Background: an optimization exercise with open tools, aiming at small area, a short achievable clock period and few clock cycles. Do not read the settings as production practice.
Where RTL was checked, it was by simulation tests only, not by an equivalence proof against the original.
Power is estimated from default activity; no workload was simulated.

raven:
## zhxpu_core
module zhxpu_core(
	input clk,
	input rst,
	output wire [15:0] imem_addr,
	input [15:0] imem_rdata,
	input imem_ready,
	output wire [15:0] dmem_addr,
	output wire [15:0] dmem_wdata,
	output wire dmem_we,
	output wire dmem_re,
	input [15:0] dmem_rdata,
	input dmem_ready
);
Settings: LEC_CHECK=0, ABC_AREA=1, CAP_MARGIN=20, CORE_MARGIN=2, CORE_UTILIZATION=60, CTS_BUF_LIST=sky130_fd_sc_hd__clkbuf_8, SETUP_SLACK_MARGIN=5, SLEW_MARGIN=20, TNS_END_PERCENT=0; clock period 9.0 ns.
run.sh (not shown) runs the stock make flow with config.mk's settings and CLKGATE_MAP_FILE= SYNTH_SCRIPT=/design/flow/synth_recipe.tcl, a recipe that flattens the netlist after the stock synthesis.
Testbench counts of raven, summed over its fixed seeds: cycles 41,488.
### raven -> amber
- CORE_UTILIZATION: 60 -> 40
- CTS_BUF_LIST: sky130_fd_sc_hd__clkbuf_8 -> unset
- TNS_END_PERCENT: 0 -> unset
Findings:
The higher number of cells upsized or downsized after cts of raven and amber is in amber.
Against raven, final area in amber rose by a few percent.
raven -> amber: power in sequential cells flat
raven → amber: portion of the clock cycle consumed by the worst path in the final layout up 0.17 points; detailed-routing wirelength on met1 up 19%; number of non-clock buffers in the layout grew by 16; number of H-tree branching levels went down 1; number of buffer and inverter stages on the critical path +1.
Between raven and amber, the global routing usage summed across all routing layers is lower for amber.
amber consumes more power than raven does.
Diff amber..raven | combinational power | negligible
Input-level comparison between zinc and amber:
- CORE_UTILIZATION changed from 40 to 60
- CTS_BUF_LIST newly set to sky130_fd_sc_hd__clkbuf_8
- TNS_END_PERCENT newly set to 10
==> comparison <==
- zinc ran to completion and came out clean on the timing, design-rule and antenna checks.
- Comparing amber with zinc, the sequential standard cell area came out essentially unchanged.
- Instance area after placement delta for zinc relative to amber: about 1.1% lower
- Summary of the comparison: final worst-path cycle share is lower in zinc, relative to amber.
- Post-synthesis to final-layout area growth ends up higher on amber.

* * *

Another version of the RTL of zhxpu_core (not shown whole).
For scale: ~2,300 cells after synthesis, ~280 flip-flops, about 0.018 mm^2 of cells after synthesis.
export LEC_CHECK = 0
export ABC_AREA = 1
export CAP_MARGIN = 20
export CORE_MARGIN = 2
export CORE_UTILIZATION = 50
export CTS_BUF_LIST = sky130_fd_sc_hd__clkbuf_8
export SETUP_SLACK_MARGIN = 5
export SLEW_MARGIN = 20
export TNS_END_PERCENT = 10
create_clock -name core_clock -period 9.0 [get_ports {clk}]
standard.sh (not shown) runs the stock make flow with config.mk's settings and CLKGATE_MAP_FILE= SYNTH_SCRIPT=/design/flow/synth_recipe.tcl, a recipe that flattens the netlist after the stock synthesis.
==> flow/flow/run.sh <==
#!/bin/bash
set -euo pipefail
bash standard.sh "BUFFER_PORTS_ARGS=-buffer_cell sky130_fd_sc_hd__buf_2" SETUP_SLACK_MARGIN=5.5 finish > standard_flow.log 2>&1
The baseline passed the timing, design-rule and antenna checks.
Testbench counts at the start, summed over its fixed seeds: cycles 41,488.
==> next run, changes <==
==> flow/flow/run.sh (replaced) <==
#!/bin/bash
set -euo pipefail
bash standard.sh "BUFFER_PORTS_ARGS=-buffer_cell sky130_fd_sc_hd__buf_2" SETUP_SLACK_MARGIN=6.5 finish > standard_flow.log 2>&1
- CORE_UTILIZATION: 50 -> 60
What happened: The new run finished with timing, DRC and antenna clean. Routed wire length climbs by 7.2%. Sequential share of layout area drops by 4.3 points. Design area rose by 13%. Worst hold slack is better by 0.033 ns. Clock-buffer cell count goes down by 4. Total power rose by 6.2%. Sequential cell count stays the same. Utilization grows by 21 points. Fmax rises by about 11%. Clock power barely changes. Combinational power grows by about 35%.
==> next run, changes <==
==> flow/flow/run.sh (replaced) <==
#!/bin/bash
set -euo pipefail
bash standard.sh "BUFFER_PORTS_ARGS=-buffer_cell sky130_fd_sc_hd__buf_2" SETUP_SLACK_MARGIN=6 finish > standard_flow.log 2>&1
- TNS_END_PERCENT: 10 -> 3
Power falls by 4.4%.
Die area is unchanged.
Combinational power drops by about 16%.
Sequential share of layout area rises by 2.4 points.
Worst setup slack got worse by 0.028 ns.
Clock power barely changes.
Worst hold slack loses 0.012 ns.
==> next run, changes <==
==> flow/flow/run.sh (replaced) <==
#!/bin/bash
set -euo pipefail
bash standard.sh "BUFFER_PORTS_ARGS=-buffer_cell sky130_fd_sc_hd__buf_2" SETUP_SLACK_MARGIN=6.25 finish > standard_flow.log 2>&1
- TNS_END_PERCENT: 3 -> 10
Worst setup slack degrades by 0.13 ns.
Synthesized cell count does not change.
Total power goes up by 1.1%.
Sequential share of layout area goes down by 1.7 points.
Routed wire length goes up by 5.4%.
Final area goes up by 5.0%.
==> next run, changes <==
==> flow/flow/run.sh (replaced) <==
#!/bin/bash
set -euo pipefail
bash standard.sh "BUFFER_PORTS_ARGS=-buffer_cell sky130_fd_sc_hd__buf_2" SETUP_SLACK_MARGIN=6 finish > standard_flow.log 2>&1
- CORE_UTILIZATION: 60 -> 70
Non-clock buffer count shrinks by 68.
Area after synthesis stays the same.
Hold slack degrades by 0.0067 ns.
Cell area came out lower by a few percent.
Worst setup slack improves by 0.0033 ns.

* * *

Another version of the RTL of zhxpu_core (not shown whole).
Size in the first run: about 2400 cells after synthesis, about 86 I/O pins, ~18000 sq um of cells after synthesis.
Settings: LEC_CHECK=0, ABC_AREA=1, CAP_MARGIN=20, CORE_MARGIN=2, CORE_UTILIZATION=60, CTS_BUF_LIST=sky130_fd_sc_hd__clkbuf_8, SETUP_SLACK_MARGIN=5, SLEW_MARGIN=20, TNS_END_PERCENT=10; clock period 9.0 ns.
==> flow/flow/run.sh <==
#!/bin/bash
set -euo pipefail
bash standard.sh "BUFFER_PORTS_ARGS=-buffer_cell sky130_fd_sc_hd__buf_2" SETUP_SLACK_MARGIN=5.5 finish > standard_flow.log 2>&1
The first run finished clean.
Next try:
==> flow/flow/run.sh (replaced) <==
#!/bin/bash
set -euo pipefail
bash standard.sh "BUFFER_PORTS_ARGS=-buffer_cell sky130_fd_sc_hd__buf_2" SETUP_SLACK_MARGIN=6 finish > standard_flow.log 2>&1
The new run passed the timing, design-rule and antenna checks.
Power rises by 3.6%.
Global-route usage rose by 1.3 points.
Area after synthesis is unchanged.
Utilization came out higher by 4.1 points.
Clock skew hardly moves.
Worst setup slack is better by 0.30 ns.
Synthesized cell count stays the same.
Sequential power hardly moves.
No run of this note included a check of the RTL's function; only the layout flow was run.

==> static timing again, ports no longer ideal <==
The results above use ideal ports. As a check the final layouts listed here were re-extracted and re-timed, cells and wires unchanged. Step 1, drivers: a clkbuf_16 drives clk and a buf_2 each remaining input, both assumed. Step 2, shift: input delay + t, output delay - t, t = (earliest + latest rising clock arrival at the registers) / 2. This alone moves slack from input paths to output paths. Three values: no drivers, after step 1, after step 2; two values: the first two.
| run | shift t [ns] | slack for setup (ns) | worst setup path after step 2 | slew at the worst register clock pin (ns) |
|---|---|---|---|---|
| raven | 0.623 | 4.885 / 4.885 / 4.726 | input to register | 0.07 / 0.07 |
| amber | 0.639 | 4.870 / 4.870 / 4.591 | input to register | 0.07 / 0.07 |
| zinc | 0.631 | 4.929 / 4.929 / 4.752 | input to register | 0.07 / 0.07 |
| the first run of note 2 | 0.678 | 5.442 / 5.442 / 5.348 | input to register | 0.07 / 0.07 |
| the second run of note 2 | 0.649 | 5.800 / 5.754 / 5.526 | input to register | 0.07 / 0.07 |
| the third run of note 2 | 0.623 | 5.772 / 5.723 / 5.482 | input to register | 0.07 / 0.07 |
| the fourth run of note 2 | 0.635 | 5.639 / 5.639 / 5.608 | input to register | 0.07 / 0.07 |
| the fifth run of note 2 | 0.625 | 5.642 / 5.642 / 5.525 | input to register | 0.07 / 0.07 |
| the first run of note 3 | 0.621 | 5.513 / 5.513 / 5.018 | input to register | 0.07 / 0.07 |
| the second run of note 3 | 0.623 | 5.809 / 5.759 / 5.441 | input to register | 0.07 / 0.07 |
After both steps setup and hold are still met in every run listed. For the first run of note 3, which loses most, drivers alone change the setup slack by 0.000 ns; drivers and shift together by -0.495 ns.
